This is an optimization exercise on Yosys and OpenROAD, whose aim is a short achievable clock period, not a production implementation. Only simulation tests tie the RTL to the original design; equivalence was not proved. Power figures rest on the tool's default switching activity, not on a simulated workload.

## flow/design.v (module list and top-level ports; edited modules follow where they fit)
// module signExtend: 15 lines
// module SignExtendSelector: 24 lines
// module RegFile: 42 lines
// module CSRFile: 175 lines
// module ALUCPU: 27 lines
// module control_alu: 99 lines
// module control_branch: 23 lines
// module control_bypass_ex: 88 lines
// module control_main: 164 lines
// module control_stall_id: 113 lines
// module mem_read_selector: 21 lines
// module mem_write_selector: 32 lines
// module add_sx12: 9 lines
// module cpu: 787 lines
// module riscv_core: 35 lines
module riscv_core (
	input         clock,
	input         reset,
	output [31:0] PC_out,
	input  [31:0] instr_in,
	output        instr_en,
	output [31:0] data_addr,
	output        ren,
	output        wen,
	output [31:0] data_out,
	input  [31:0] data_in,
	output [3:0]  byte_select,
	input         memReady,
	input         software_interrupt,
	input         timer_interrupt,
	input         external_interrupt
);
  // ...
==> flow/flow/run.sh <==
#!/bin/bash
# Layout flow: the standard flow (standard.sh) with these changes to how the
# layout is optimised; synthesis is the standard one, run first on its own.
#  - the setup repair steps aim for a larger slack margin, so that repair_timing
#    keeps improving paths that already meet the 12.5 ns clock;
#  - memReady and instr_en, the only input-to-output path, get adjacent pins;
#  - ports are buffered with buf_4 and the delay cells are not used, so that
#    the resizer does not put slow delay buffers on the port paths.
set -euo pipefail
here=$(pwd)
bash standard.sh synth > "$here/synth.log" 2>&1
export DONT_USE_CELLS="sky130_fd_sc_hd__dlygate4sd1_1 sky130_fd_sc_hd__dlygate4sd2_1 sky130_fd_sc_hd__dlygate4sd3_1 sky130_fd_sc_hd__clkdlybuf4s15_1 sky130_fd_sc_hd__clkdlybuf4s15_2 sky130_fd_sc_hd__clkdlybuf4s18_1 sky130_fd_sc_hd__clkdlybuf4s18_2 sky130_fd_sc_hd__clkdlybuf4s25_1 sky130_fd_sc_hd__clkdlybuf4s25_2 sky130_fd_sc_hd__clkdlybuf4s50_1 sky130_fd_sc_hd__clkdlybuf4s50_2 sky130_fd_sc_hd__dlymetal6s2s_1 sky130_fd_sc_hd__dlymetal6s4s_1 sky130_fd_sc_hd__dlymetal6s6s_1"
bash standard.sh SETUP_SLACK_MARGIN=7.3 IO_CONSTRAINTS="$here/flow/io.tcl" \
  "BUFFER_PORTS_ARGS=-buffer_cell sky130_fd_sc_hd__buf_4" finish > "$here/layout.log" 2>&1
==> flow/flow/io.tcl <==
set_io_pin_constraint -group -order -pin_names {memReady instr_en}
==> flow/standard.sh <==
#!/bin/bash
# synth_recipe.tcl (not shown) runs the flow's synth.tcl, then flattens the netlist and writes it again
# the make line also repeats each setting of config.mk as NAME=value (left out here)
make -C /OpenROAD-flow-scripts/flow DESIGN_CONFIG=/design/flow/config.mk WORK_HOME=/design/flow/orfs CLKGATE_MAP_FILE= SYNTH_SCRIPT=/design/flow/synth_recipe.tcl "${@:-finish}"
==> flow/config.mk <==
export PLATFORM = sky130hd
export DESIGN_NAME = riscv_core
export DESIGN_NICKNAME = riscv_core
export VERILOG_FILES = /design/flow/design.v
export SDC_FILE = /design/flow/constraint.sdc
export NUM_CORES = 8
export LEC_CHECK = 0
export CAP_MARGIN = 20
export CORE_MARGIN = 2
export CORE_UTILIZATION = 32
export SLEW_MARGIN = 20
==> flow/constraint.sdc <==
create_clock -name core_clock -period 12.5 [get_ports {clock}]
set_input_delay 2.5000 -clock core_clock [delete_from_list [all_inputs] [get_ports {clock}]]
set_output_delay 2.5000 -clock core_clock [all_outputs]
set_load 0.01 [all_outputs]
==> flow_metrics.py, run 1 <==
metrics = {
    "power_and_ir_drop": {
        "comb_power_mw": 7.77,
        "pwr-share-clk_pct": 33.0,
        "swShare_pct": 40.45,
    },
    "layout": {
        "nMultiInputCombCells": 10286,
        "clock_area_share_pct": 5.886,
        "final_cell_mix": "dfrtp_1 (2263), nand2_1 (1185), nor2_1 (1068)",
        "fill_cells": 42532,
        "final_layout_size_suffix_gt1_share_pct": 20.90,
        "dominant-cell-class": "multi-input combinational cells",
        "buffers": 936,
    },
    "run_status": {
        "run_status": "no timing/DRC/antenna violations",
    },
    "setup_path": {
        "crit_path_end_kind": "flip-flop",
        "critPathMaxStageDelay_ns": 0.49,
        "crit_buf_inv": 3,
        "crit_top_cell": "a222oi_1",
        "cp-startpoint": "cpu1.aA_ex",
        "required_ns": 13.37,
        "cp-start-kind": "flip-flop",
        "cp_slowest_cell": "a222oi_1",
    },
    "grt": {
        "grt_pass1_wl_um": 1018000,
        "track_usage_pct": 33.42,
    },
    "logic_synthesis": {
        "synth_top_family_by_area": "compound AO/OA/AOI/OAI gates",
        "synthesis.nets": 14649,
        "synth_top_cell_by_area": "dfrtp_1",
    },
    "worst_hold_path": {
        "min_path_type": "reg2reg",
    },
    "run": {
        "cap_violations": 0,
    },
    "timing": {
        "slew_viol_final": 0,
        "hold_viol": 0,
        "slew_headroom_pct": 10.24,
    },
    "detailed_routing": {
        "detail_route.iter0.violations": 21289,
        "drt-total-wl_um": 743800,
        "met1Wirelength_um": 260400,
        "wl_per_cell_um": 36.87,
    },
    "place": {
        "gp_congestion": 1.103,
        "hpwlAfterDp_um": 492500,
    },
    "floorplanning": {
        "tapCellCount": 5663,
        "start_util_pct": 32.06,
    },
}
==> module CSRFile, before the edit <==
module CSRFile (input clock, 
                input reset,
                input [11:0] csrAddr,
                input [11:0] csrWAddr,
                input ren,
                input wen,
                input [31:0] wd,
                output reg [31:0] rd,
                input write_pc,
                input [31:0] PC,
                input [31:0] IDEX_PC,
                input timer_interrupt,
                input software_interrupt,
                input external_interrupt,
                input syscall,
                output reg int_taken,
                output int_taken_nx,
                output reg trap_in_ID,
                output reg flushPipeline,
                output reg [31:0] trap_vector
);
parameter FLUSH_COUNT = 4'd13;
integer i;
reg [31:0] mstatus;  
reg [31:0] mstatush;  
reg [31:0] misa;     
reg [31:0] mie;      
reg [31:0] mtvec;    
reg [31:0] mscratch; 
reg [31:0] mepc;     
reg [31:0] mcause;   
reg [31:0] mtval;    
wire [31:0] mip;      
assign mip = {16'b0,4'b0,external_interrupt,3'b0,timer_interrupt,3'b0,software_interrupt,3'b0}; 
reg [2:0] enableInterrupts;
reg [3:0] pipeline_flush_count;
assign int_taken_nx = flushPipeline ? ((pipeline_flush_count == FLUSH_COUNT) ? 1'b1 : int_taken)
                                    : (write_pc ? 1'b0 : int_taken);
always @(posedge clock or negedge reset)
begin
    if(reset == 1'b0)
    begin
        mstatus <= 32'b0;
        mstatush <= 32'b0;
        misa <= 32'h40000100;
        mie <= 32'b0;
        mtvec <= 32'b0;
        mscratch <= 32'b0;
        mepc <= 32'b0;
        mcause <= 32'b0;
        mtval <= 32'b0;
        int_taken <= 1'b0;
        trap_vector <= 32'b0;
        enableInterrupts <= 3'b111;
        flushPipeline <= 1'b0;
        pipeline_flush_count <= FLUSH_COUNT;
        rd <= 32'b0;
        trap_in_ID <= 1'b0;
    end
    else
    begin
        begin  
            if(wen == 1'b1)
            begin
                case(csrWAddr)
                    12'h300: mstatus <= wd;
                    12'h304: mie <= wd;
                    12'h305: mtvec <= {wd[31:2],2'b0};
                    12'h301: mstatush <= wd;
                    12'h340: mscratch <= wd;
                    12'h341: mepc <= wd;
                    12'h342: mcause <= wd;
                    12'h343: mtval <= wd;
                endcase 
            end
            if(csrAddr==csrWAddr)
            begin
                rd <= wd;
            end
            else begin
                if(write_pc)begin
                    case(csrAddr)
                        12'h300: rd <= mstatus;
                        12'h301: rd <= misa;
                        12'h304: rd <= mie;
                        12'h305: rd <= mtvec;
                        12'h301: rd <= mstatush;
                        12'h340: rd <= mscratch;
                        12'h341: rd <= mepc;
                        12'h342: rd <= mcause;
                        12'h343: rd <= mtval;
                        12'h344: rd <= mip;
                        default: rd <= 32'b0;
                    endcase 
                end
            end
        end
        begin  
            if(enableInterrupts <= 3'b110)
            begin
                enableInterrupts <= enableInterrupts + 1;
                if(enableInterrupts == 3'b110)
                begin
                    mstatus[3] <= mstatus[7];
                end
            end
            if(flushPipeline == 1'b1)
            begin
                if(write_pc == 1'b1)
                    pipeline_flush_count <= pipeline_flush_count + 1;
                if(pipeline_flush_count == FLUSH_COUNT)
                begin
                    flushPipeline <= 1'b0;
                    mepc <= IDEX_PC;
                    int_taken <= 1;
                end
            end
            else if(write_pc == 1'b1)
            begin
                int_taken <= 1'b0;
                trap_in_ID <= 1'b0;
                if(syscall == 1'b1) begin
                    if(csrAddr==0)begin
                        mepc <= IDEX_PC;
                        trap_in_ID <= 1'b1;
                        trap_vector <= {mtvec[31:2],2'b0};
                        mcause <= {1'b1,31'd11};
                        mstatus[7] <= mstatus[3];
                        mstatus[3] <= 1'b0;
                    end
                    else if(csrAddr==1)begin
                        mepc <= IDEX_PC;
                        trap_in_ID <= 1'b1;
                        trap_vector <= {mtvec[31:2],2'b0};
                        mcause <= {1'b1,31'd3};
                        mstatus[7] <= mstatus[3];
                        mstatus[3] <= 1'b0;
                    end
                    else if(csrAddr=='h302)begin
                        trap_in_ID <= 1'b1;
                        trap_vector <= mepc;
                        enableInterrupts <= 0;
                    end
                end
                else if(mstatus[3] == 1'b1) begin
                    if(external_interrupt & mie[11]==1'b1 & mip[11] == 1'b1) begin
                        trap_vector <= {mtvec[31:2],2'b0};
                        mcause <= {1'b1,31'd11};
                        mstatus[7] <= mstatus[3];
                        mstatus[3] <= 1'b0;
                        flushPipeline <= 1'b1;
                        pipeline_flush_count <= 0;
                    end
                    else if(timer_interrupt & mie[7]==1'b1 & mip[7] == 1'b1) begin
                        trap_vector <= {mtvec[31:2],2'b0};
                        mcause <= {1'b1,31'd7};
                        mstatus[7] <= mstatus[3];
                        mstatus[3] <= 1'b0;
                        flushPipeline <= 1'b1;
                        pipeline_flush_count <= 0;
                    end
                    else if(software_interrupt & mie[3]==1'b1 & mip[3] == 1'b1) begin
                        trap_vector <= {mtvec[31:2],2'b0};
                        mcause <= {1'b1,31'd3};
                        mstatus[7] <= mstatus[3];
                        mstatus[3] <= 1'b0;
                        flushPipeline <= 1'b1;
                        pipeline_flush_count <= 0;
                    end
                end
            end
        end
    end
end
endmodule
==> run 2, diff against run 1 <==
--- a/flow/design.v
+++ b/flow/design.v
@@ -82,16 +82,17 @@
 module CSRFile (input clock, 
                 input reset,
                 input [11:0] csrAddr,
                 input [11:0] csrWAddr,
                 input ren,
                 input wen,
                 input [31:0] wd,
                 output reg [31:0] rd,
+                output reg [31:0] rd_nx,	 
                 input write_pc,
                 input [31:0] PC,
                 input [31:0] IDEX_PC,
                 input timer_interrupt,
                 input software_interrupt,
                 input external_interrupt,
                 input syscall,
                 output reg int_taken,
@@ -112,16 +113,36 @@
 reg [31:0] mcause;   
 reg [31:0] mtval;    
 wire [31:0] mip;      
 assign mip = {16'b0,4'b0,external_interrupt,3'b0,timer_interrupt,3'b0,software_interrupt,3'b0}; 
 reg [2:0] enableInterrupts;
 reg [3:0] pipeline_flush_count;
 assign int_taken_nx = flushPipeline ? ((pipeline_flush_count == FLUSH_COUNT) ? 1'b1 : int_taken)
                                     : (write_pc ? 1'b0 : int_taken);
+always @(*)
+begin
+    if(csrAddr==csrWAddr)
+        rd_nx = wd;
+    else if(write_pc)
+        case(csrAddr)
+            12'h300: rd_nx = mstatus;
+            12'h301: rd_nx = misa;
+            12'h304: rd_nx = mie;
+            12'h305: rd_nx = mtvec;
+            12'h340: rd_nx = mscratch;
+            12'h341: rd_nx = mepc;
+            12'h342: rd_nx = mcause;
+            12'h343: rd_nx = mtval;
+            12'h344: rd_nx = mip;
+            default: rd_nx = 32'b0;
+        endcase
+    else
+        rd_nx = rd;
+end
 always @(posedge clock or negedge reset)
 begin
     if(reset == 1'b0)
     begin
         mstatus <= 32'b0;
         mstatush <= 32'b0;
         misa <= 32'h40000100;
         mie <= 32'b0;
@@ -816,25 +837,16 @@
 			2'b00:		out = ALUin;
 			2'b10:		out = ALUin << 16;
 			default:	out = 32'b0;
 		endcase
 	else
 		out = ALUin;
 end
 endmodule
-module add_sx12(input [31:0] base, input [31:0] imm, output [31:0] sum);
-	wire [12:0] lo = {1'b0, base[11:0]} + {1'b0, imm[11:0]};
-	wire [19:0] hi_inc = base[31:12] + 20'd1;
-	wire [19:0] hi_dec = base[31:12] - 20'd1;
-	wire up = lo[12] & ~imm[11];
-	wire dn = ~lo[12] & imm[11];
-	assign sum[11:0] = lo[11:0];
-	assign sum[31:12] = up ? hi_inc : dn ? hi_dec : base[31:12];
-endmodule
 module cpu(	input clock,
 			input reset,
 			output 	[31:0] PC_out,
 			input  	[31:0] instr_in,
 			output 	[31:0] data_addr,
 			output ren,
 			output wen,
 			output instr_en,
@@ -855,17 +867,17 @@
 wire	[31:0]	instr;
 reg		[31:0]	IF2_instr;
 reg     [31:0]  delayed_instr;
 wire			inA_is_PC;
 reg		[31:0]	IDEX_signExtend;
 wire	[31:0]	signExtend;
 wire	[31:0]	rdA, rdB, rdA_nb;
 wire			rf_byA;
-reg		[31:0]	IDEX_rdA, IDEX_rdB;
+reg		[31:0]	IDEX_rdB;
 reg		[2:0]	IDEX_funct3;
 reg		[4:0]	IDEX_instr_rs2, IDEX_instr_rs1, IDEX_instr_rd;
 reg				IDEX_RegDst, IDEX_ALUSrc, IDEX_inA_is_PC, IDEX_Jump, IDEX_JumpJALR;
 reg 	[1:0] 	IDEX_reg_type;
 reg				IDEX_MemRead, IDEX_MemWrite;
 reg				IDEX_MemToReg, IDEX_RegWrite;
 reg				IDEX_csr_imm;
 reg 	[2:0]	EXMEM_funct3;
@@ -878,17 +890,17 @@
 reg		[4:0]	MEMWB_RegWriteAddr;
 reg				MEMWB_RegWrite;
 wire			RegDst, MemRead, MemWrite, MemToReg, ALUSrc, RegWrite, Jump, JumpJALR;
 wire 	[1:0] 	reg_type;
 wire			Branch;
 reg				IDEX_Branch, EXMEM_Branch;
 wire	[6:0]	opcode;
 wire	[2:0]	funct3, ALUcntrl;
-wire 	[31:0] 	csr_data;
+wire 	[31:0] 	csr_data, csr_data_nx;
 reg 	[31:0] 	EXMEM_csr_data;
 wire 	[11:0]	csr_addr;
 reg 	[11:0]	IDEX_csr_addr;
 reg 	[11:0]	EXMEM_csr_addr;
 reg 	[11:0]	MEMWB_csr_addr;
 reg 			csr_write_allowed;
 reg 			IDEX_csr_write_allowed;
 reg 			EXMEM_csr_write_allowed;
@@ -1133,17 +1145,16 @@
 		IDEX_ALUSrc		<= 1'b0;
 		IDEX_Branch		<= 1'b0;
 		IDEX_MemRead	<= 1'b0;
 		IDEX_MemWrite	<= 1'b0;
 		IDEX_MemToReg	<= 1'b0;
 		IDEX_RegWrite	<= 1'b0;
 		IDEX_funct3		<= 3'b0;
 		IDEX_PC			<= 32'b0;
-		IDEX_rdA		<= 32'b0;
 		IDEX_rdB		<= 32'b0;
 		IDEX_reg_type	<= 2'b0;
 		IDEX_csr_addr	<= 12'b0;
 		IDEX_csr_write_allowed <= 1'b0;
 		IDEX_csr_imm	<= 1'b0;
 		IDEX_op			<= 1 << O_ADD;
 		IDEX_opA		<= 32'b0;
 		IDEX_opA2		<= 32'b0;
@@ -1162,17 +1173,16 @@
 			IDEX_RegDst		<= 1'b0;
 			IDEX_ALUSrc		<= 1'b0;
 			IDEX_Branch		<= 1'b0;
 			IDEX_MemRead	<= 1'b0;
 			IDEX_MemWrite	<= 1'b0;
 			IDEX_MemToReg	<= 1'b0;
 			IDEX_RegWrite	<= 1'b0;
 			IDEX_funct3		<= 3'b0;
-			IDEX_rdA		<= 32'b0;
 			IDEX_rdB		<= 32'b0;
 			IDEX_reg_type	<= 2'b0;
 			IDEX_csr_addr	<= 12'b0;
 			IDEX_csr_write_allowed <= 1'b0;
 			IDEX_csr_imm	<= 1'b0;
 			IDEX_op			<= 1 << O_ADD;
 			IDEX_opA		<= 32'b0;
 			IDEX_opA2		<= 32'b0;
@@ -1191,26 +1201,25 @@
 			IDEX_ALUSrc		<= ALUSrc;
 			IDEX_Branch		<= Branch;
 			IDEX_MemRead	<= MemRead;
 			IDEX_MemWrite	<= MemWrite;
 			IDEX_MemToReg	<= MemToReg;
 			IDEX_RegWrite	<= RegWrite;
 			IDEX_funct3		<= funct3;
 			IDEX_PC			<= IFID_PC;
-			IDEX_rdA		<= rdA_f;
 			IDEX_rdB		<= rdB;
 			IDEX_reg_type	<= reg_type;
 			IDEX_csr_addr	<= csr_addr;
 			IDEX_csr_write_allowed <= csr_write_allowed;
 			IDEX_csr_imm	<= csr_imm_id;
 			IDEX_op			<= op_id;
-			IDEX_opA		<= inA_is_PC ? IFID_PC : csr_imm_id ? {27'b0, instr_rs1} : rdA_f;
-			IDEX_opA2		<= csr_imm_id ? {27'b0, instr_rs1} : rdA_f;
-			IDEX_opB		<= (Jump | JumpJALR) ? 32'd4 : ALUSrc ? signExtend : rdB;
+			IDEX_opA		<= opA_new;
+			IDEX_opA2		<= opA2_new;
+			IDEX_opB		<= opB_new;
 		end
 	end
 end
 reg [31:0] newmepc;
 localparam MEPC_IDLE = 1'b0;
 localparam MEPC_WAITINGJUMP = 1'b1;
 reg mepc_state;
 always@(posedge clock or negedge reset)begin
@@ -1248,16 +1257,17 @@
 	.clock(clock),
 	.reset(reset),
 	.wen(MEMWB_csr_write_allowed),
 	.ren(reg_type==2'b01),
 	.csrAddr(csr_addr),
 	.csrWAddr(MEMWB_csr_addr),
 	.wd(WB_csr_data),
 	.rd(csr_data),
+	.rd_nx(csr_data_nx),
 	.write_pc(write_pc),
 	.PC(PC),
 	.IDEX_PC(newmepc),
 	.software_interrupt(software_interrupt),
 	.timer_interrupt(timer_interrupt),
 	.external_interrupt(external_interrupt),
 	.syscall(trap_waiting),
 	.int_taken(int_taken),
@@ -1276,32 +1286,21 @@
 	.ALUSrc(ALUSrc),
 	.RegWrite(RegWrite),
 	.Jump(Jump),
 	.JumpJALR(JumpJALR),
 	.inA_is_PC(inA_is_PC),
 	.ALUcntrl(ALUcntrl),
 	.opcode(opcode)
 );
-reg fA_ex, fA_wb;		 
-reg fB_ex, fB_wb;		 
-reg bA_op, bA_ex, bA_wb;				 
-reg aA_op, aA_ex, aA_wb;				 
-reg bB_rf, bB_ex, bB_wb, bB_csr;		 
-reg aB_op, aB_ex, aB_wb, aB_csr;		 
 reg [31:0] IDEX_opA;	 
 reg [31:0] IDEX_opA2;	 
 reg [31:0] IDEX_opB;	 
 reg [31:0] wbX;			 
-wire [31:0] bypassOutA = ({32{bA_op}} & IDEX_opA2) | ({32{bA_ex}} & EXMEM_ALUOut) | ({32{bA_wb}} & wbX);
-wire [31:0] bypassOutB = ({32{bB_rf}} & IDEX_rdB) | ({32{bB_ex}} & EXMEM_ALUOut) | ({32{bB_wb}} & wbX) |
-                         ({32{bB_csr}} & csr_data);
-wire [31:0] ALUInA = ({32{aA_op}} & IDEX_opA) | ({32{aA_ex}} & EXMEM_ALUOut) | ({32{aA_wb}} & wbX);
-wire [31:0] ALUInB = ({32{aB_op}} & IDEX_opB) | ({32{aB_ex}} & EXMEM_ALUOut) | ({32{aB_wb}} & wbX) |
-                     ({32{aB_csr}} & csr_data);
+reg [31:0] bypassOutA, bypassOutB, ALUInA, ALUInB;
 wire [31:0] BranchInA = (IDEX_JumpJALR == 1'b1) ? bypassOutA : IDEX_PC;
 wire [31:0] BranchALUOut = BranchInA + IDEX_signExtend;
 wire [31:0] alu_add = ALUInA + ALUInB;
 wire [31:0] alu_sub = ALUInA - ALUInB;
 wire [32:0] alu_usub = {1'b0, ALUInA} - {1'b0, ALUInB};
 wire signed [31:0] sALUInA = ALUInA;
 wire signed [31:0] sALUInB = ALUInB;
 wire        alu_lt  = sALUInA < sALUInB;
@@ -1392,17 +1391,17 @@
 			EXMEM_reg_type		<= IDEX_reg_type;
 			EXMEM_csr_addr		<= IDEX_csr_addr;
 			EXMEM_csr_write_allowed <= IDEX_csr_write_allowed;
 			brtaken_q			<= IDEX_Branch & brcond;
 		end
 	end
 end
 wire [31:0] staddr;
-add_sx12 add_staddr(.base(bypassOutA), .imm(IDEX_signExtend), .sum(staddr));
+assign staddr = bypassOutA + IDEX_signExtend;
 wire [3:0]  bsel_ex;
 wire [31:0] wdata_ex;
 mem_write_selector mem_write_selector(
 	.mem_select(IDEX_funct3),
 	.ALUin(bypassOutB),
 	.offset(staddr[1:0]),
 	.byte_select_vector(bsel_ex),
 	.out(wdata_ex)
@@ -1524,40 +1523,56 @@
 wire bA_op_d  = csrimm_d | (~fA_ex_d & ~fA_wb_d);
 wire bA_ex_d  = ~csrimm_d & fA_ex_d;
 wire bA_wb_d  = ~csrimm_d & fA_wb_d;
 wire bB_ex_d  = fB_ex_d;
 wire bB_wb_d  = fB_wb_d;
 wire bB_csr_d = ~fB_ex_d & ~fB_wb_d & rt01_d;
 wire bB_rf_d  = ~fB_ex_d & ~fB_wb_d & ~rt01_d;
 wire bBsel_d  = ~jmp_d & ~alusrc_d;
+wire aA_op_d  = inApc_d | bA_op_d;
+wire aA_ex_d  = ~inApc_d & bA_ex_d;
+wire aA_wb_d  = ~inApc_d & bA_wb_d;
+wire aB_op_d  = ~bBsel_d | bB_rf_d;
+wire aB_ex_d  = bBsel_d & bB_ex_d;
+wire aB_wb_d  = bBsel_d & bB_wb_d;
+wire aB_csr_d = bBsel_d & bB_csr_d;
+wire [31:0] opA_new  = inA_is_PC ? IFID_PC : csr_imm_id ? {27'b0, instr_rs1} : rdA_f;
+wire [31:0] opA2_new = csr_imm_id ? {27'b0, instr_rs1} : rdA_f;
+wire [31:0] opB_new  = (Jump | JumpJALR) ? 32'd4 : ALUSrc ? signExtend : rdB;
+wire [31:0] IDEX_opA_d  = bubble_idex ? 32'b0 : (write_idex ? opA_new : IDEX_opA);
+wire [31:0] IDEX_opA2_d = bubble_idex ? 32'b0 : (write_idex ? opA2_new : IDEX_opA2);
+wire [31:0] IDEX_opB_d  = bubble_idex ? 32'b0 : (write_idex ? opB_new : IDEX_opB);
+wire [31:0] IDEX_rdB_d  = bubble_idex ? 32'b0 : (write_idex ? rdB : IDEX_rdB);
+wire [31:0] EXMEM_ALUOut_d = bubble_exmem ? 32'b0 : (write_exmem ? ALUOut : EXMEM_ALUOut);
+wire [31:0] wbX_d = rt01_d ? (write_memwb ? wbData_nx : MEMWB_wbData) : (write_memwb ? wRegData_nx : MEMWB_wRegData);
 wire [31:0] ifid_nx = IFID_instr_d;
 wire        sys_nx  = ~IDEX_Jump_d & ~IDEX_JumpJALR_d & (ifid_nx[6:0] == 7'b1110011) & (ifid_nx[14:12] == 3'b000);
 wire        s2_d    = (IDEX_Branch_d | EXMEM_Branch_d) & sys_nx;
 wire        s34_d   = ((ifid_nx[6:0] == 7'b0000011) & IDEX_MemWrite_d) |
                       (IDEX_MemRead_d & ((IDEX_rd_d == ifid_nx[19:15]) | (IDEX_rd_d == ifid_nx[24:20])));
 wire        X_d     = ~int_taken_nx & (EXMEM_JumpJALR_d | brtaken_d);
 wire ldf_ex = IDEX_RegWrite & (RegWriteAddr != 5'b0) & (RegWriteAddr == instr_rs1);
 wire ldf_wb = EXMEM_RegWrite & (EXMEM_RegWriteAddr != 5'b0) & (EXMEM_RegWriteAddr == instr_rs1);
 wire [31:0] ld_csa_s  = ALUInA ^ ALUInB ^ signExtend;
 wire [31:0] ld_csa_c  = (ALUInA & ALUInB) | (ALUInA & signExtend) | (ALUInB & signExtend);
 wire [31:0] ld_csu_s  = ALUInA ^ ~ALUInB ^ signExtend;
 wire [31:0] ld_csu_c  = (ALUInA & ~ALUInB) | (ALUInA & signExtend) | (~ALUInB & signExtend);
 wire [31:0] ld_add    = ld_csa_s + {ld_csa_c[30:0], 1'b0};
 wire [31:0] ld_sub    = ld_csu_s + {ld_csu_c[30:0], 1'b1};
 wire [31:0] ld_log, ld_sh;
-add_sx12 add_ld_log(.base(alu_log), .imm(signExtend), .sum(ld_log));
-add_sx12 add_ld_sh(.base(alu_sh), .imm(signExtend), .sum(ld_sh));
+assign ld_log = alu_log + signExtend;
+assign ld_sh = alu_sh + signExtend;
 wire [31:0] imm_p1    = signExtend + 32'd1;
 wire [31:0] ld_lt     = alu_ltx ? imm_p1 : signExtend;
 wire [31:0] ld_wbm, ld_wbr, ld_rfw, ld_rfr;
-add_sx12 add_ld_wbm(.base(MemOut_mem), .imm(signExtend), .sum(ld_wbm));
-add_sx12 add_ld_wbr(.base(({32{wb_a}} & EXMEM_ALUOut) | ({32{wb_c}} & EXMEM_csr_data)), .imm(signExtend), .sum(ld_wbr));
-add_sx12 add_ld_rfw(.base(MEMWB_wRegData), .imm(signExtend), .sum(ld_rfw));
-add_sx12 add_ld_rfr(.base(IFID_rs1val), .imm(signExtend), .sum(ld_rfr));
+assign ld_wbm = MemOut_mem + signExtend;
+assign ld_wbr = (({32{wb_a}} & EXMEM_ALUOut) | ({32{wb_c}} & EXMEM_csr_data)) + signExtend;
+assign ld_rfw = MEMWB_wRegData + signExtend;
+assign ld_rfr = IFID_rs1val + signExtend;
 wire        ld_enter  = MemRead & ~(int_trap | PCSrc | s2_q | s34_q);
 wire        ldsel_x   = ld_enter & ldf_ex;
 wire        ldsel_w   = ld_enter & ~ldf_ex & ldf_wb;
 wire        ldsel_r   = ld_enter & ~ldf_ex & ~ldf_wb;
 wire [31:0] da_add_d = {32{ldsel_x & IDEX_op[O_ADD]}} & ld_add;
 wire [31:0] da_sub_d = {32{ldsel_x & IDEX_op[O_SUB]}} & ld_sub;
 wire [31:0] da_log_d = {32{ldsel_x & op_log}} & ld_log;
 wire [31:0] da_sh_d  = {32{ldsel_x & op_sh}} & ld_sh;
@@ -1566,46 +1581,39 @@
 	({32{ldsel_w & wb_m}} & ld_wbm) | ({32{ldsel_w & ~wb_m}} & ld_wbr) |
 	({32{ldsel_r & rf_byA}} & ld_rfw) | ({32{ldsel_r & ~rf_byA}} & ld_rfr) |
 	({32{~ld_enter}} & staddr);
 reg [31:0] da_add_q, da_sub_q, da_log_q, da_sh_q, da_oth_q;
 wire [31:0] da_q = da_add_q | da_sub_q | da_log_q | da_sh_q | da_oth_q;
 always @(posedge clock or negedge reset)
 begin
 	if (reset == 1'b0) begin
-		fA_ex <= 1'b0;
-		fA_wb <= 1'b0;
-		fB_ex <= 1'b0;
-		fB_wb <= 1'b0;
-		bA_op <= 1'b0; bA_ex <= 1'b0; bA_wb <= 1'b0;
-		aA_op <= 1'b0; aA_ex <= 1'b0; aA_wb <= 1'b0;
-		bB_rf <= 1'b0; bB_ex <= 1'b0; bB_wb <= 1'b0; bB_csr <= 1'b0;
-		aB_op <= 1'b0; aB_ex <= 1'b0; aB_wb <= 1'b0; aB_csr <= 1'b0;
+		bypassOutA <= 32'b0;
+		bypassOutB <= 32'b0;
+		ALUInA <= 32'b0;
+		ALUInB <= 32'b0;
 		wbX <= 32'b0;
 		s2_q  <= 1'b0;
 		s34_q <= 1'b0;
 		X_q   <= 1'b0;
 		Y_q   <= 1'b0;
 		da_add_q <= 32'b0;
 		da_sub_q <= 32'b0;
 		da_log_q <= 32'b0;
 		da_sh_q  <= 32'b0;
 		da_oth_q <= 32'b0;
 	end
 	else begin
-		fA_ex <= fA_ex_d;
-		fA_wb <= fA_wb_d;
-		fB_ex <= fB_ex_d;
-		fB_wb <= fB_wb_d;
-		bA_op <= bA_op_d; bA_ex <= bA_ex_d; bA_wb <= bA_wb_d;
-		aA_op <= inApc_d | bA_op_d; aA_ex <= ~inApc_d & bA_ex_d; aA_wb <= ~inApc_d & bA_wb_d;
-		bB_rf <= bB_rf_d; bB_ex <= bB_ex_d; bB_wb <= bB_wb_d; bB_csr <= bB_csr_d;
-		aB_op <= ~bBsel_d | bB_rf_d; aB_ex <= bBsel_d & bB_ex_d; aB_wb <= bBsel_d & bB_wb_d;
-		aB_csr <= bBsel_d & bB_csr_d;
-		wbX <= rt01_d ? (write_memwb ? wbData_nx : MEMWB_wbData) : (write_memwb ? wRegData_nx : MEMWB_wRegData);
+		bypassOutA <= ({32{bA_op_d}} & IDEX_opA2_d) | ({32{bA_ex_d}} & EXMEM_ALUOut_d) | ({32{bA_wb_d}} & wbX_d);
+		bypassOutB <= ({32{bB_rf_d}} & IDEX_rdB_d) | ({32{bB_ex_d}} & EXMEM_ALUOut_d) | ({32{bB_wb_d}} & wbX_d) |
+		              ({32{bB_csr_d}} & csr_data_nx);
+		ALUInA <= ({32{aA_op_d}} & IDEX_opA_d) | ({32{aA_ex_d}} & EXMEM_ALUOut_d) | ({32{aA_wb_d}} & wbX_d);
+		ALUInB <= ({32{aB_op_d}} & IDEX_opB_d) | ({32{aB_ex_d}} & EXMEM_ALUOut_d) | ({32{aB_wb_d}} & wbX_d) |
+		          ({32{aB_csr_d}} & csr_data_nx);
+		wbX <= wbX_d;
 		s2_q  <= s2_d;
 		s34_q <= s34_d;
 		X_q   <= X_d;
 		Y_q   <= ~s2_d & s34_d;
 		if (mr == 1'b1) begin
 			da_add_q <= da_add_d;
 			da_sub_q <= da_sub_d;
 			da_log_q <= da_log_d;
==> flow/flow/run.sh (replaced) <==
#!/bin/bash
# Layout flow: the standard flow (standard.sh) with these changes to how the
# layout is optimised; synthesis is the standard one, run first on its own.
#  - the setup repair steps aim for a larger slack margin, so that repair_timing
#    keeps improving paths that already meet the 12.5 ns clock;
#  - memReady and instr_en, the only input-to-output path, get adjacent pins;
#  - ports are buffered with buf_4 and the delay cells are not used, so that
#    the resizer does not put slow delay buffers on the port paths;
#  - after global routing, the gate that drives instr_en's output buffer gets
#    its own memReady input buffer, placed with it next to the two pins
#    (flow/post_grt.tcl, flow/eco_io.tcl).
set -euo pipefail
here=$(pwd)
bash standard.sh synth > "$here/synth.log" 2>&1
export DONT_USE_CELLS="sky130_fd_sc_hd__dlygate4sd1_1 sky130_fd_sc_hd__dlygate4sd2_1 sky130_fd_sc_hd__dlygate4sd3_1 sky130_fd_sc_hd__clkdlybuf4s15_1 sky130_fd_sc_hd__clkdlybuf4s15_2 sky130_fd_sc_hd__clkdlybuf4s18_1 sky130_fd_sc_hd__clkdlybuf4s18_2 sky130_fd_sc_hd__clkdlybuf4s25_1 sky130_fd_sc_hd__clkdlybuf4s25_2 sky130_fd_sc_hd__clkdlybuf4s50_1 sky130_fd_sc_hd__clkdlybuf4s50_2 sky130_fd_sc_hd__dlymetal6s2s_1 sky130_fd_sc_hd__dlymetal6s4s_1 sky130_fd_sc_hd__dlymetal6s6s_1"
bash standard.sh SETUP_SLACK_MARGIN=7.3 IO_CONSTRAINTS="$here/flow/io.tcl" \
  "BUFFER_PORTS_ARGS=-buffer_cell sky130_fd_sc_hd__buf_4" \
  POST_GLOBAL_ROUTE_TCL="$here/flow/post_grt.tcl" finish > "$here/layout.log" 2>&1
==> flow/flow/eco_io.tcl (new file) <==
# ECO on the only input-to-output path, memReady -> instr_en: give the gate
# that drives instr_en's output buffer its own memReady buffer, next to the
# pins, so that the path is port, buffer, gate, buffer, port.
proc eco_io_driver_iterm {net} {
  foreach it [$net getITerms] {
    if {[$it isOutputSignal]} { return $it }
  }
  return ""
}
proc eco_io_from_port {net port} {
  # follows buffers back from net; 1 if they lead to the input port
  for {set i 0} {$i < 20} {incr i} {
    foreach bt [$net getBTerms] { if {[$bt getName] eq $port} { return 1 } }
    set drv [eco_io_driver_iterm $net]
    if {$drv eq ""} { return 0 }
    set inst [$drv getInst]
    set master [[$inst getMaster] getName]
    if {![regexp {__(buf|bufbuf|clkbuf)_} $master]} { return 0 }
    set nxt ""
    foreach it [$inst getITerms] {
      if {[$it isInputSignal] && [$it getNet] ne "NULL"} { set nxt [$it getNet] }
    }
    if {$nxt eq ""} { return 0 }
    set net $nxt
  }
  return 0
}
proc eco_io {in_port out_port {inbuf sky130_fd_sc_hd__buf_4} {gsize 2} {outbuf sky130_fd_sc_hd__buf_4}} {
  set block [ord::get_db_block]
  set onet [[$block findBTerm $out_port] getNet]
  set obuf [[eco_io_driver_iterm $onet] getInst]
  set obuf_in ""
  foreach it [$obuf getITerms] { if {[$it isInputSignal]} { set obuf_in $it } }
  set gnet [$obuf_in getNet]
  set gate [[eco_io_driver_iterm $gnet] getInst]
  set gpin ""
  foreach it [$gate getITerms] {
    if {[$it isInputSignal] && [$it getNet] ne "NULL" && [eco_io_from_port [$it getNet] $in_port]} { set gpin $it }
  }
  if {$gpin eq ""} { puts "ECO-IO: no path found"; return }
  puts "ECO-IO: output buffer [$obuf getName] ([[$obuf getMaster] getName]), gate [$gate getName] ([[$gate getMaster] getName]) pin [[$gpin getMTerm] getName]"
  set pnet [[$block findBTerm $in_port] getNet]
  # new buffer on the port net driving only the gate's pin
  set bufm [[ord::get_db] findMaster $inbuf]
  set newbuf [odb::dbInst_create $block $bufm eco_io_inbuf]
  set newnet [odb::dbNet_create $block eco_io_net]
  $gpin disconnect
  $gpin connect $newnet
  foreach it [$newbuf getITerms] {
    set mt [[$it getMTerm] getName]
    if {$mt eq "A"} { $it connect $pnet }
    if {$mt eq "X"} { $it connect $newnet }
  }
  # sizes
  set gm [[$gate getMaster] getName]
  regsub {_[0-9]+$} $gm "_$gsize" gm2
  set m2 [[ord::get_db] findMaster $gm2]
  if {$m2 ne "NULL"} { $gate swapMaster $m2 }
  set om [[ord::get_db] findMaster $outbuf]
  $obuf swapMaster $om
  # place next to the pins, inside the core
  set pb [[lindex [[$block findBTerm $in_port] getBPins] 0] getBBox]
  set ob [[lindex [[$block findBTerm $out_port] getBPins] 0] getBBox]
  set core [$block getCoreArea]
  set px [expr {([$pb xMin] + [$ob xMin]) / 2}]
  set py [expr {([$pb yMin] + [$ob yMin]) / 2}]
  set x [expr {max([$core xMin], min([$core xMax] - 20000, $px))}]
  set y [expr {max([$core yMin], min([$core yMax] - 20000, $py))}]
  foreach inst [list $newbuf $gate $obuf] {
    $inst setLocation $x $y
    $inst setPlacementStatus PLACED
  }
  puts "ECO-IO: placed near ($x, $y)"
}
==> flow/flow/post_grt.tcl (new file) <==
# POST_GLOBAL_ROUTE hook: ECO on the memReady -> instr_en path, then the
# changed nets are routed again and the route guides rewritten.
source [file join [file dirname [info script]] eco_io.tcl]
global_route -start_incremental
eco_io memReady instr_en sky130_fd_sc_hd__buf_2 2 sky130_fd_sc_hd__buf_4
detailed_placement
check_placement -verbose
global_route -end_incremental
estimate_parasitics -global_routing
report_checks -to instr_en -fields {fanout cap slew}
write_guides $::env(RESULTS_DIR)/route.guide
==> run 2 against run 1 <==
Compared with the run above:
- cell count up 2.0%
- non-clock buffer count down 197
- global-route usage down 1.2 points
- largest power group unchanged
==> flow_metrics.py, run 2 <==
metrics = {
    "run_status": {
        "run_status": "no timing/DRC/antenna violations",
    },
    "power_and_ir_drop": {
        "p_total_mw": 25.08,
        "p_leak_nw": 72.47,
        "powerDensity_nw_per_um2": 154.4,
        "max-vdd-ir-drop_mv": 0.1268,
    },
    "run": {
        "cap_violations": 0,
    },
    "logic_synthesis": {
        "synth_top_area_share_pct": 42.36,
        "yosysSeqAreaShare_pct": 42.53,
        "synth-seq-cells": 2406,
        "synthesis.area_um2": 141600,
        "yosys_most_used_dff": "dfrtp_1",
        "synthArstFlopShare_pct": 100.0,
        "synth_edf_count": 0,
        "synth_cell_types": 114,
        "yosysWarnings": 8,
        "synth.area.top_cells": "dfrtp_1 (42%), mux2_2 (8.7%), ha_1 (3.9%)",
        "yosysMostFrequentCell": "dfrtp_1",
        "synthesis.nets": 15084,
        "synth_top_cell_by_area": "dfrtp_1",
        "syn_avg_cell_area_um2": 9.768,
        "syn_inst": 14496,
        "netlist_top_cells_count": "dfrtp_1 (2397), nand2_1 (1224), nor2_1 (1112), mux2_2 (1090), a21oi_1 (913)",
    },
    "clock_network": {
        "post_cts_buffers": 68,
        "cts_tree": "yes",
        "postCtsHoldBufs": 0,
        "cts_buffers": 277,
        "cts_max_level": 5,
        "cts-root-buf": "clkbuf_16",
        "cts_sinks": 2406,
        "clk_path_buf_depth": 4,
        "ctsResizeCount": 187,
        "clk_latency_ns": 1.03,
        "path_clk_slew_ns": 0.06,
    },
    "setup_path": {
        "critPathKind": "reg2reg",
        "required_ns": 13.40,
        "critical_path_peak_fanout": 8,
        "critPathMaxStageDelay_ns": 0.56,
        "cp-start-kind": "flip-flop",
        "crit_path_end_kind": "flip-flop",
        "worstPathArrival_ns": 6.30,
        "cp_slowest_cell": "dfrtp_4",
    },
    "layout": {
        "final_cell_mix": "dfrtp_1 (2341), nand2_1 (1196), mux2_2 (1088)",
        "fill_cells": 44384,
        "largest_register_ffs": 1024,
        "final_layout_size_suffix_gt1_share_pct": 19.25,
        "final_util_pct": 36.81,
        "final_common_cell": "dfrtp_1",
        "fin_nets": 14989,
        "area_growth_pct": 14.68,
        "largest_register": "cpu1.cpu_regs.data",
        "final_cells": 20573,
    },
    "timing": {
        "clock.fmax_ghz": 0.1852,
        "setup_viol": 0,
        "worst_pin_slew_ns": 1.398,
        "slew_viol_final": 0,
        "finalCritPeriodShare_pct": 43.20,
        "skew_ns": 0.09424,
        "period_needed_ns": 5.400,
        "slew_headroom_pct": 6.089,
        "hold_viol": 0,
        "fin_setup_tns_ns": 0,
    },
    "detailed_routing": {
        "vias_per_cell": 6.554,
        "detail_route.iter0.violations": 21885,
        "ant_nets": 0,
        "wl_per_cell_um": 36.62,
        "drc_errors": 0,
        "firstDrtPassIters": 11,
        "via_count": 134827,
        "drt-total-wl_um": 753400,
    },
    "floorplanning": {
        "dieHeight_um": 669.2,
        "die_area_um2": 447800,
        "pin_count": 173,
        "start_util_pct": 32.10,
        "coreArea_um2": 441100,
        "rows": 244,
        "fp.dieW_um": 669.2,
    },
    "place": {
        "io_buffers": 172,
        "dp_cells": 19898,
        "hpwlAfterDp_um": 506300,
        "gp_congestion": 1.053,
    },
    "grt": {
        "grt_pass1_vias": 124161,
        "grt-ovfl-total": 0,
        "track_usage_pct": 32.26,
        "grt_pass1_wl_um": 1021000,
        "antenna_found_initial": 73,
        "grt_max_degree": 169,
    },
    "worst_hold_path": {
        "min_path_type": "reg2reg",
    },
}
==> run 2: final timing paths <==
path,start,end,slack (ns),depth (start not counted)
worst max-delay path,cpu1.ALUInB[0],cpu1.da_sh_q[29],7.10,25
worst min register to register,cpu1.cpu_regs.data[0][26],cpu1.cpu_regs.data[0][26],0.40,0
max in group asynchronous,reset,cpu1.csrFile.rd[6],8.42,4
min in group asynchronous,reset,cpu1.cpu_regs.data[20][16],1.55,1
worst max register to register,cpu1.ALUInB[0],cpu1.da_sh_q[29],7.10,25
worst min-delay path,cpu1.cpu_regs.data[0][26],cpu1.cpu_regs.data[0][26],0.40,0
==> run 2: final cells by class <==
class	instances	area, um^2	area share [%]
tap	5904	7387	4.549
buffer	1	5.005	0.003082
antenna	57	142.6	0.08784
clock buffer	394	8038	4.950
timing repair buffer	738	6424	3.956
multi-input combinational	10520	77270	47.59
inverter	457	1749	1.077
sequential	2406	60300	37.13
clock inverter	96	1069	0.6580
==> run 2: power by group <==
group	total, mW	internal [mW]	switching, mW
Combinational	7.06	2.06	5.00
Clock	8.50	4.83	3.67
Sequential	9.52	8.43	1.09
Total	25.1	15.3	9.76
==> run 2: per-stage QoR <==
step / hold WS [ns] / instance area [um^2] / worst slack (ns)
global placement: 0.3880 / 150300 / 4.384
floorplan: 0.3519 / 141900 / 5.770
detailed placement: 0.3918 / 150400 / 4.291
finish: 0.4034 / 162400 / 7.100
CTS: 0.4052 / 161100 / 7.063
==> run 2: critical path: cells and delay by family, from the launching register on <==
kind | cells | cell delay (ns)
fa+ha+maj | 1 | 0.22
compound gates | 10 | 2.19
mux | 2 | 0.71
simple gates | 5 | 0.71
xor+xnor | 1 | 0.08
flops | 1 | 0.56
buf+inv | 6 | 0.80
==> run 2: per-layer routing <==
layer | GRT usage (%) | wire length (um) | vias up
met5 | 0.08593 | 768 | -
met4 | 24.16 | 72200 | 48
met3 | 12.80 | 106300 | 3146
met2 | 44.89 | 299800 | 10634
met1 | 39.93 | 274400 | 67227
li1 | - | - | 53772
==> run 2: cells by family after synthesis <==
kind of cell,Yosys count,share of synthesized area [%]
compound gates,4479,21.88
simple gates,3596,11.60
flops,2406,42.53
buf+inv,1575,4.365
mux,1454,11.75
fa+ha+maj,518,4.975
xor+xnor,468,2.905
==> run 3, diff against run 2 <==
--- a/flow/config.mk
+++ b/flow/config.mk
@@ -7,5 +7,5 @@
 export LEC_CHECK = 0
-export CAP_MARGIN = 20
+export CAP_MARGIN = 30
 export CORE_MARGIN = 2
 export CORE_UTILIZATION = 32
-export SLEW_MARGIN = 20
+export SLEW_MARGIN = 30
==> run 3 against run 2 <==
Compared with the run above:
- fmax rose by 0.44%
- utilization grew 0.18 points
- sequential share of layout area shrank 0.18 points
==> flow_metrics.py, run 3 <==
metrics = {
    "run_status": {
        "run_status": "no timing/DRC/antenna violations",
    },
    "power_and_ir_drop": {
        "swShare_pct": 38.71,
        "powerDensity_nw_per_um2": 154.8,
        "p_sw_mw": 9.776,
        "max-vdd-ir-drop_mv": 0.1152,
        "pwr-share-clk_pct": 34.2,
        "intPower_mw": 15.48,
        "p_comb_share_pct": 28.1,
        "seq_power_share_pct": 37.7,
        "p_leak_nw": 72.79,
    },
    "clock_network": {
        "cts-root-buf": "clkbuf_16",
        "postCtsHoldBufs": 0,
        "cts_sinks": 2406,
        "clk_path_buf_depth": 4,
        "ctsResizeCount": 143,
        "path_clk_slew_ns": 0.06,
        "cts_buffers": 277,
        "post_cts_buffers": 44,
        "cts_max_level": 5,
        "clk_latency_ns": 1.02,
        "cts_tree": "yes",
    },
    "logic_synthesis": {
        "yosysSeqAreaShare_pct": 42.53,
        "synthArstFlopShare_pct": 100.0,
        "yosys_most_used_dff": "dfrtp_1",
        "syn_avg_cell_area_um2": 9.768,
        "synthesis.nets": 15084,
        "netlist_top_cells_count": "dfrtp_1 (2397), nand2_1 (1224), nor2_1 (1112), mux2_2 (1090), a21oi_1 (913)",
        "syn_inst": 14496,
        "synth_cell_types": 114,
        "synth_top_cell_by_area": "dfrtp_1",
        "synth_edf_count": 0,
        "synthesis.area_um2": 141600,
        "synth.area.top_cells": "dfrtp_1 (42%), mux2_2 (8.7%), ha_1 (3.9%)",
        "yosysMostFrequentCell": "dfrtp_1",
        "yosysWarnings": 8,
        "synth_top_area_share_pct": 42.36,
        "synth-seq-cells": 2406,
    },
    "grt": {
        "grt_pass1_vias": 124135,
        "grtUsageMet1_pct": 40.14,
        "track_usage_pct": 32.27,
        "grt_max_degree": 169,
        "antenna_found_initial": 77,
        "grt-ovfl-total": 0,
        "grt_pass1_wl_um": 1021000,
        "grt-busiest-layer": "met2",
        "grt_util_met2_pct": 44.54,
        "use_met3_pct": 12.41,
    },
    "setup_path": {
        "crit_path_end_kind": "flip-flop",
        "cp-start-kind": "flip-flop",
        "critical_path_peak_fanout": 6,
        "worstPathArrival_ns": 6.27,
        "required_ns": 13.39,
        "critPathKind": "reg2reg",
    },
    "timing": {
        "slew_viol_final": 0,
        "fin_setup_tns_ns": 0,
        "clock.fmax_ghz": 0.1860,
        "finalCritPeriodShare_pct": 43.01,
        "skew_ns": 0.07912,
        "setup_viol": 0,
        "worst_pin_slew_ns": 1.261,
        "hold_viol": 0,
        "slew_headroom_pct": 15.15,
        "period_needed_ns": 5.377,
    },
    "layout": {
        "regArea_um2": 60300,
        "largest_register_ffs": 1024,
        "fill_cells": 44197,
        "multiInputGateArea_um2": 77480,
        "final_cell_mix": "dfrtp_1 (2340), nand2_1 (1194), mux2_2 (1088)",
        "fin_nets": 15018,
        "final_layout_size_suffix_gt1_share_pct": 19.73,
        "final_common_cell": "dfrtp_1",
        "largest_register": "cpu1.cpu_regs.data",
        "final_util_pct": 36.99,
        "area_growth_pct": 15.25,
    },
    "floorplanning": {
        "coreArea_um2": 441100,
        "rows": 244,
        "start_util_pct": 32.10,
        "dieHeight_um": 669.2,
        "pin_count": 173,
        "die_area_um2": 447800,
        "fp.dieW_um": 669.2,
    },
    "detailed_routing": {
        "wl_per_cell_um": 36.64,
        "via_count": 134770,
        "vias_per_cell": 6.545,
        "drc_errors": 0,
        "ant_nets": 0,
        "drt-total-wl_um": 754400,
        "firstDrtPassIters": 11,
        "detail_route.iter0.violations": 21761,
    },
    "run": {
        "cap_violations": 0,
    },
    "worst_hold_path": {
        "min_path_type": "reg2reg",
    },
    "place": {
        "hpwlAfterDp_um": 507000,
        "io_buffers": 172,
        "gp_congestion": 1.053,
    },
}
[run 3: power groups by stage]
stage	sequential (mW)	clock, mW	combinational [mW]
global placement	9.59	0	6.58
finish	9.53	8.63	7.09
CTS	9.46	8.63	6.69
detailed placement	9.58	0	6.60
floorplan	8.97	0	3.94
[run 3: critical path, cell delays in order, from the launching register on]
cell,delay (ns)
dfrtp_4,0.49
buf_12,0.16
buf_16,0.15
buf_4,0.13
mux4_2,0.41
nor2_1,0.06
a21oi_1,0.34
a211o_1,0.18
nand2_1,0.06
a22oi_1,0.53
ha_1,0.43
a21oi_1,0.25
a31oi_1,0.16
nor2_1,0.21
a311oi_4,0.07
buf_6,0.17
o41ai_4,0.42
o21ai_2,0.13
or4_4,0.44
a31oi_4,0.16
xnor2_1,0.08
a22o_1,0.19
[run 3: cell families (layout without fill, tap and decap cells)]
group                    count (synthesis)  in the layout  synth area share, %
AO/OA/AOI/OAI                         4479           4479                21.88
XOR/XNOR                               468            468                2.905
adder cells (fa/ha/maj)                518            518                4.975
buffers and inverters                 1575           1706                4.365
flip-flops                            2406           2406                42.53
multiplexers                          1454           1454                11.75
other                                    0             53                    0
AND/OR/NAND/NOR                       3596           3603                11.60
[run 3: layout make-up]
type | instances | share of cell area, %
Multi-Input combinational cell | 10522 | 47.47
Sequential cell | 2406 | 36.95
Clock buffer | 400 | 5.046
Tap cell | 5904 | 4.527
Timing Repair Buffer | 765 | 4.175
Inverter | 457 | 1.074
Clock inverter | 83 | 0.6701
Antenna cell | 53 | 0.08127
Buffer | 1 | 0.003067
[run 3: path summary, 6_finish.rpt]
kind	start	endpoint	slack, ns	cells after the start
worst max-delay path	cpu1.ALUInB[0]	cpu1.da_sh_q[30]	7.12	21
worst min-delay path	cpu1.cpu_regs.data[0][30]	cpu1.cpu_regs.data[0][30]	0.40	0
worst max register to register	cpu1.ALUInB[0]	cpu1.da_sh_q[30]	7.12	21
worst min register to register	cpu1.cpu_regs.data[0][30]	cpu1.cpu_regs.data[0][30]	0.40	0
max in group asynchronous	reset	cpu1.EXMEM_csr_data[0]	8.48	4
min in group asynchronous	reset	cpu1.cpu_regs.data[13][16]	1.55	1
[run 3: stage by stage]
step | instances | hold WS, ns | instance area, um^2 | power (mW) | setup WS (ns)
finish | 20591 | 0.4030 | 163200 | 25.26 | 7.123
CTS | 20444 | 0.4044 | 161200 | 24.77 | 7.058
detailed placement | 19904 | 0.3915 | 150600 | 16.18 | 4.319
global placement | 19897 | 0.3880 | 150300 | 16.16 | 4.384
floorplan | 14496 | 0.3519 | 141900 | 12.91 | 5.770
[run 3: metal layers]
layer  part of all wire, %  vias to the layer above
li1                      -                    53858
met1                    36                    67134
met2                    40                    10671
met3                    14                     3059
met4                   9.8                       48
met5                 0.073                        -

==> separate check: timing with driven ports <==
The results above use ideal ports. As a check the final layouts listed here were re-extracted and re-timed, cells and wires unchanged.
Step 1 (the two cells are an assumption about what drives the block):
set clk [get_ports {clock}]
set_driving_cell -lib_cell sky130_fd_sc_hd__clkbuf_16 $clk
set_driving_cell -lib_cell sky130_fd_sc_hd__buf_2 [delete_from_list [all_inputs] $clk]
Step 2 times the ports against the registers' clock, not the clock port: input delays grow and output delays shrink by t, the midpoint of the rising clock arrivals with the driver on.
Slacks: ideal / step 1 / step 2; pairs: ideal / step 1.
| run | shift t [ns] | setup slack, ns | worst data-port slew with drivers (ns) |
|---|---|---|---|
| run 1 | 1.085 | 6.592 / 6.592 / 6.163 | 0.36 |
| run 2 | 1.086 | 7.100 / 6.964 / 6.157 | 0.26 |
| run 3 | 1.081 | 7.123 / 6.962 / 5.953 | 0.27 |
After both steps every run listed still meets setup and hold. For run 3, which loses most, drivers alone change the setup slack by -0.161 ns; drivers and shift together by -1.170 ns.
